Source: an optimization exercise on an open RTL-to-GDS flow (aim: small area and a short achievable clock period). Production flows keep margins and buffers that such runs may drop.
Only simulation tests tie the RTL to the original design; equivalence was not proved.

Setup of v6:
==> module alu_opnd, before the edit <==
module alu_opnd (
	input  [31:0] A, PC, B, SE,
	input         srca,
	input         a_ok,
	input  [1:0]  srcb,
	input  [31:0] binv,
	output [31:0] sa,
	output [31:0] bx
);
	reg [31:0] sb;
	always @(*) begin
		case (srcb)
			2'b00: sb = B;
			2'b01: sb = 32'h1;
			2'b10: sb = SE;
			2'b11: sb = {SE[29:0], 2'b00};
		endcase
	end
	wire   s_a = ~srca & a_ok;
	assign sa = (PC & {32{srca}}) | (A & {32{s_a}});
	assign bx = sb ^ binv;
endmodule
==> module MIPS_Single_Cycle, before the edit <==
module MIPS_Single_Cycle
#(
	parameter DATA_WIDTH 	= 32
)
(
	input clk,
	input reset,
	input PCWrite, IorD, IRWrite, MemtoReg, RegWrite, ALUSrcA, CUS,
	input [1:0] ALUSrcB,
	input [3:0] ALUControl,
	input PCSrc,
	input  [31:0] mem_rdata,
	output [31:0] mem_addr,
	output [31:0] mem_wdata
	);
	reg [31:0] PC, IR, MDR, A, B, ALUOut;
	reg live;
	always @(posedge clk or negedge reset) begin
		if (!reset)
			live <= 1'b0;
		else
			live <= 1'b1;
	end
	wire live_n = ~live;
	reg [32*32-1:32] rf;
	reg [31:1]      rf_valid;
	wire [4:0]  ra1 = IR[25:21];
	wire [4:0]  ra2 = IR[20:16];
	wire        wd_o = MemtoReg & live;
	wire        wd_m = ~MemtoReg & live;
	wire [31:0] wd   = (ALUOut & {32{wd_o}}) | (MDR & {32{wd_m}});
	wire [31:1] we;
	wire [31:1] sel1, sel2;
	wire [31:0] rd1, rd2;
	integer i;
	wire [3:0] h1, h2, ha;
	wire [7:0] l1, l2, la;
	predec2 u_pd_h1 (.a(ra1[4:3]), .y(h1));
	predec3 u_pd_l1 (.a(ra1[2:0]), .y(l1));
	predec2 u_pd_h2 (.a(ra2[4:3]), .y(h2));
	predec3 u_pd_l2 (.a(ra2[2:0]), .y(l2));
	predec2 u_pd_ha (.a(IR[15:14]), .y(ha));
	predec3 u_pd_la (.a(IR[13:11]), .y(la));
	wire       wr_a = RegWrite & CUS;
	wire       wr_b = RegWrite & ~CUS;
	wr_dec u_wdec (.ha(ha & {4{wr_a}}), .la(la), .hb(h2 & {4{wr_b}}), .lb(l2), .we(we));
	rd_dec u_dec1 (.hi(h1), .lo(l1), .valid(rf_valid), .sel(sel1));
	rd_dec u_dec2 (.hi(h2), .lo(l2), .valid(rf_valid), .sel(sel2));
	rf_read u_rd1 (.q(rf), .sel(sel1), .d(rd1));
	rf_read u_rd2 (.q(rf), .sel(sel2), .d(rd2));
	reg [32*32-1:32] rf_next;
	always @(*) begin
		for (i = 1; i < 32; i = i + 1)
			rf_next[i*32 +: 32] = (wd & {32{we[i]}}) | (rf[i*32 +: 32] & {32{~we[i]}});
	end
	always @(posedge clk)
		rf <= rf_next;
	always @(posedge clk or negedge reset) begin
		if (!reset)
			rf_valid <= 31'h0;
		else
			rf_valid <= rf_valid | we;
	end
	wire [31:0] SignImm = {{16{IR[15]}}, IR[15:0]};
	wire [3:0] binv_q;
	wire       binv, cin, s_sum, s_g, s_p;
	alu_ctl u_ctl (.op(ALUControl[2:0]), .binv(binv), .cin(cin),
	               .s_sum(s_sum), .s_g(s_g), .s_p(s_p));
	genvar gq;
	generate
		for (gq = 0; gq < 4; gq = gq + 1) begin : bq
			alu_binv u (.op(ALUControl[2:0]), .binv(binv_q[gq]));
		end
	endgenerate
	wire [31:0] binv_v = {{8{binv_q[3]}}, {8{binv_q[2]}}, {8{binv_q[1]}}, {8{binv_q[0]}}};
	wire [31:0] sa, bx, pn, gn;
	alu_opnd u_opnd (.A(A), .PC(PC), .B(B), .SE(SignImm), .srca(ALUSrcA), .a_ok(live),
	                 .srcb(ALUSrcB), .binv(binv_v), .sa(sa), .bx(bx));
	alu_xnor u_xnor (.a(sa), .b(bx), .pn(pn));
	alu_gen  u_gen  (.a(sa), .b(bx), .cin(cin), .gn(gn));
	wire [31:0] g1, p1, g2n, p2n, g3, p3, g4n, p4n, g5, p5;
	ks_n2p #(.D(1))  u_l1 (.gn(gn),  .pn(pn),  .g(g1),  .p(p1));
	ks_p2n #(.D(2))  u_l2 (.g(g1),   .p(p1),   .gn(g2n), .pn(p2n));
	ks_n2p #(.D(4))  u_l3 (.gn(g2n), .pn(p2n), .g(g3),  .p(p3));
	ks_p2n #(.D(8))  u_l4 (.g(g3),   .p(p3),   .gn(g4n), .pn(p4n));
	ks_n2p #(.D(16)) u_l5 (.gn(g4n), .pn(p4n), .g(g5),  .p(p5));
	wire [31:0] carry = {g5[30:0], cin};
	wire [31:0] g = {~gn[31:1], sa[0] & bx[0]};
	wire        pc_alu = PCWrite & ~PCSrc;
	wire        pc_out = PCWrite & PCSrc;
	wire [31:0] r_c0, r_c1, pc_c0, pc_c1;
	alu_pre u_pre (.pn(pn), .g(g), .ALUOut(ALUOut), .PC(PC),
	               .s_g(s_g), .s_p(s_p), .s_sum(s_sum), .pc_alu(pc_alu),
	               .pc_out_l(pc_out & live), .pc_keep(~pc_out),
	               .r_c0(r_c0), .r_c1(r_c1), .pc_c0(pc_c0), .pc_c1(pc_c1));
	wire [31:0] ALUResult, pc_next;
	alu_tail u_tail (.c(carry), .r0(r_c0), .r1(r_c1), .q0(pc_c0), .q1(pc_c1),
	                 .r(ALUResult), .q(pc_next));
	always @(posedge clk or negedge reset) begin
		if (!reset) begin
			PC     <= 32'h0;
			IR     <= 32'h0;
			B      <= 32'h0;
		end else begin
			PC     <= pc_next;
			if (IRWrite) IR <= mem_rdata;
			B      <= rd2;
		end
	end
	always @(posedge clk) begin
		MDR    <= mem_rdata;
		A      <= rd1;
		ALUOut <= ALUResult;
	end
	wire [31:0] addr_o, addr_p;
	wire [3:0]  iord_n, iord_p;
	inv_s u_in0 (.a(IorD), .y(iord_n[0]));
	inv_s u_in1 (.a(IorD), .y(iord_n[1]));
	inv_s u_in2 (.a(IorD), .y(iord_n[2]));
	inv_s u_in3 (.a(IorD), .y(iord_n[3]));
	nor_s u_ip0 (.a(iord_n[0]), .b(live_n), .y(iord_p[0]));
	nor_s u_ip1 (.a(iord_n[1]), .b(live_n), .y(iord_p[1]));
	nor_s u_ip2 (.a(iord_n[2]), .b(live_n), .y(iord_p[2]));
	nor_s u_ip3 (.a(iord_n[3]), .b(live_n), .y(iord_p[3]));
	nand_vv u_am_o (.a(ALUOut), .b({{8{iord_p[3]}}, {8{iord_p[2]}}, {8{iord_p[1]}}, {8{iord_p[0]}}}), .y(addr_o));
	nand_vv u_am_p (.a(PC),     .b({{8{iord_n[3]}}, {8{iord_n[2]}}, {8{iord_n[1]}}, {8{iord_n[0]}}}), .y(addr_p));
	nand_vv u_am   (.a(addr_o), .b(addr_p), .y(mem_addr));
	assign mem_wdata = B;
endmodule
==> module nor_s, before the edit <==
module nor_s (
	input  a, b,
	output y
);
	assign y = ~(a | b);
endmodule
Settings: LEC_CHECK=0, CAP_MARGIN=20, CORE_MARGIN=2, CORE_UTILIZATION=40, CTS_BUF_LIST=sky130_fd_sc_hd__clkbuf_16, CTS_CLUSTER_DIAMETER=65, CTS_CLUSTER_SIZE=28, PLACE_DENSITY=0.7, SETUP_SLACK_MARGIN=2.5, SLEW_MARGIN=20, SYNTH_HIERARCHICAL=1, TNS_END_PERCENT=5; clock period 5.0 ns.
run.sh (not shown) runs the stock make flow with config.mk's settings and CLKGATE_MAP_FILE= SYNTH_SCRIPT=/design/flow/synth_recipe.tcl, a recipe that flattens the netlist after the stock synthesis.
Relative to v6, the following input files were edited for v7:
-- flow/design.v --
<<< v6, line 32
	input  [31:0] A, PC, B, SE,
	input         srca,
	input         a_ok,
	input  [1:0]  srcb,
	input  [31:0] binv,
>>> v7, line 32
	input  [31:0] A, PC, B, SE,
	input         srca,
	input  [1:0]  srcb,
	input  [31:0] binv,
<<< v6, line 47
		endcase
	end
	wire   s_a = ~srca & a_ok;
	assign sa = (PC & {32{srca}}) | (A & {32{s_a}});
	assign bx = sb ^ binv;
endmodule
>>> v7, line 46
		endcase
	end
	assign sa = srca ? PC : A;
	assign bx = sb ^ binv;
endmodule
<<< v6, line 425
	);
	reg [31:0] PC, IR, MDR, A, B, ALUOut;
	reg live;
	always @(posedge clk or negedge reset) begin
		if (!reset)
			live <= 1'b0;
		else
			live <= 1'b1;
	end
	wire live_n = ~live;
	reg [32*32-1:32] rf;
	reg [31:1]      rf_valid;
	wire [4:0]  ra1 = IR[25:21];
	wire [4:0]  ra2 = IR[20:16];
	wire        wd_o = MemtoReg & live;
	wire        wd_m = ~MemtoReg & live;
	wire [31:0] wd   = (ALUOut & {32{wd_o}}) | (MDR & {32{wd_m}});
	wire [31:1] we;
	wire [31:1] sel1, sel2;
>>> v7, line 423
	);
	reg [31:0] PC, IR, MDR, A, B, ALUOut;
	reg [32*32-1:32] rf;
	reg [31:1]      rf_valid;
	wire [4:0]  ra1 = IR[25:21];
	wire [4:0]  ra2 = IR[20:16];
	wire [31:0] wd  = MemtoReg ? ALUOut : MDR;
	wire [31:1] we;
	wire [31:1] sel1, sel2;
<<< v6, line 485
	wire [31:0] binv_v = {{8{binv_q[3]}}, {8{binv_q[2]}}, {8{binv_q[1]}}, {8{binv_q[0]}}};
	wire [31:0] sa, bx, pn, gn;
	alu_opnd u_opnd (.A(A), .PC(PC), .B(B), .SE(SignImm), .srca(ALUSrcA), .a_ok(live),
	                 .srcb(ALUSrcB), .binv(binv_v), .sa(sa), .bx(bx));
	alu_xnor u_xnor (.a(sa), .b(bx), .pn(pn));
>>> v7, line 473
	wire [31:0] binv_v = {{8{binv_q[3]}}, {8{binv_q[2]}}, {8{binv_q[1]}}, {8{binv_q[0]}}};
	wire [31:0] sa, bx, pn, gn;
	alu_opnd u_opnd (.A(A), .PC(PC), .B(B), .SE(SignImm), .srca(ALUSrcA),
	                 .srcb(ALUSrcB), .binv(binv_v), .sa(sa), .bx(bx));
	alu_xnor u_xnor (.a(sa), .b(bx), .pn(pn));
<<< v6, line 502
	alu_pre u_pre (.pn(pn), .g(g), .ALUOut(ALUOut), .PC(PC),
	               .s_g(s_g), .s_p(s_p), .s_sum(s_sum), .pc_alu(pc_alu),
	               .pc_out_l(pc_out & live), .pc_keep(~pc_out),
	               .r_c0(r_c0), .r_c1(r_c1), .pc_c0(pc_c0), .pc_c1(pc_c1));
	wire [31:0] ALUResult, pc_next;
>>> v7, line 490
	alu_pre u_pre (.pn(pn), .g(g), .ALUOut(ALUOut), .PC(PC),
	               .s_g(s_g), .s_p(s_p), .s_sum(s_sum), .pc_alu(pc_alu),
	               .pc_out_l(pc_out), .pc_keep(~pc_out),
	               .r_c0(r_c0), .r_c1(r_c1), .pc_c0(pc_c0), .pc_c1(pc_c1));
	wire [31:0] ALUResult, pc_next;
<<< v6, line 511
			PC     <= 32'h0;
			IR     <= 32'h0;
			B      <= 32'h0;
		end else begin
			PC     <= pc_next;
			if (IRWrite) IR <= mem_rdata;
			B      <= rd2;
		end
	end
	always @(posedge clk) begin
		MDR    <= mem_rdata;
		A      <= rd1;
		ALUOut <= ALUResult;
	end
	wire [31:0] addr_o, addr_p;
>>> v7, line 499
			PC     <= 32'h0;
			IR     <= 32'h0;
			MDR    <= 32'h0;
			A      <= 32'h0;
			B      <= 32'h0;
			ALUOut <= 32'h0;
		end else begin
			PC     <= pc_next;
			if (IRWrite) IR <= mem_rdata;
			MDR    <= mem_rdata;
			A      <= rd1;
			B      <= rd2;
			ALUOut <= ALUResult;
		end
	end
	wire [31:0] addr_o, addr_p;
<<< v6, line 529
	inv_s u_in2 (.a(IorD), .y(iord_n[2]));
	inv_s u_in3 (.a(IorD), .y(iord_n[3]));
	nor_s u_ip0 (.a(iord_n[0]), .b(live_n), .y(iord_p[0]));
	nor_s u_ip1 (.a(iord_n[1]), .b(live_n), .y(iord_p[1]));
	nor_s u_ip2 (.a(iord_n[2]), .b(live_n), .y(iord_p[2]));
	nor_s u_ip3 (.a(iord_n[3]), .b(live_n), .y(iord_p[3]));
	nand_vv u_am_o (.a(ALUOut), .b({{8{iord_p[3]}}, {8{iord_p[2]}}, {8{iord_p[1]}}, {8{iord_p[0]}}}), .y(addr_o));
	nand_vv u_am_p (.a(PC),     .b({{8{iord_n[3]}}, {8{iord_n[2]}}, {8{iord_n[1]}}, {8{iord_n[0]}}}), .y(addr_p));
>>> v7, line 518
	inv_s u_in2 (.a(IorD), .y(iord_n[2]));
	inv_s u_in3 (.a(IorD), .y(iord_n[3]));
	inv_s u_ip0 (.a(iord_n[0]), .y(iord_p[0]));
	inv_s u_ip1 (.a(iord_n[1]), .y(iord_p[1]));
	inv_s u_ip2 (.a(iord_n[2]), .y(iord_p[2]));
	inv_s u_ip3 (.a(iord_n[3]), .y(iord_p[3]));
	nand_vv u_am_o (.a(ALUOut), .b({{8{iord_p[3]}}, {8{iord_p[2]}}, {8{iord_p[1]}}, {8{iord_p[0]}}}), .y(addr_o));
	nand_vv u_am_p (.a(PC),     .b({{8{iord_n[3]}}, {8{iord_n[2]}}, {8{iord_n[1]}}, {8{iord_n[0]}}}), .y(addr_p));
<<< v6, line 649
	assign we = (ha_x[31:1] & la_x[31:1]) | (hb_x[31:1] & lb_x[31:1]);
endmodule
module nor_s (
	input  a, b,
	output y
);
	assign y = ~(a | b);
endmodule
>>> v7, line 638
	assign we = (ha_x[31:1] & la_x[31:1]) | (hb_x[31:1] & lb_x[31:1]);
endmodule
[summary]
- v7 closes out successfully: all stages finished, all timing, DRC and antenna checks passed.
- Comparing total clock buffers created by CTS for v6 and v7, the smaller number came from v7.
- v7 vs v6: transition time at the pin with the least slew margin down in v7
- Die area | v7 > v6
- Any difference in routing usage on met3 between v7 and v6 is small enough to ignore.
- In the reports for v6 and v7, the smaller first-iteration DRC count belongs to v6.
- Area added between synthesis and finish | v7 above v6
- Horizontal die dimension: v7 vs v6 up 1.9 microns
- Summary: with v6 as the reference, total of plain and repair buffers excluding clock buffers in v7 moved up by more than a quarter.
- Going from v6 to v7, final critical-path share of the clock period decreased 2.9 points, sum of routed wire length over all layers increased about 5%, clock buffer count in the final layout decreased 6.8%.

separate check: timing with driven ports:
In the flow no input, the clock included, has a driving cell. The finished layouts below were timed again as built, in two steps. Step 1 (the two cells are an assumption about what drives the block):
set clk [get_ports {clk}]
set_driving_cell -lib_cell sky130_fd_sc_hd__clkbuf_16 $clk
set_driving_cell -lib_cell sky130_fd_sc_hd__buf_2 [delete_from_list [all_inputs] $clk]
Step 2 times the ports against the registers' clock, not the clock port: input delays grow and output delays shrink by t, the midpoint of the rising clock arrivals with the driver on. Slacks: ideal ports / drivers / drivers and shift; pairs: ideal ports / drivers.
| run | t (ns) | setup slack, ns | clock arrival spread, ns | worst register clock-pin slew, ns |
|---|---|---|---|---|
| v6 | 0.758 | 2.043 / 2.043 / 1.309 | 0.048 / 0.047 | 0.11 / 0.11 |
| v7 | 0.748 | 2.186 / 2.097 / 1.349 | 0.052 / 0.053 | 0.11 / 0.11 |
After both steps setup and hold are still met in every run listed. The setup slack of v7, which loses most, moves by -0.089 ns with the drivers and by -0.837 ns with both steps.
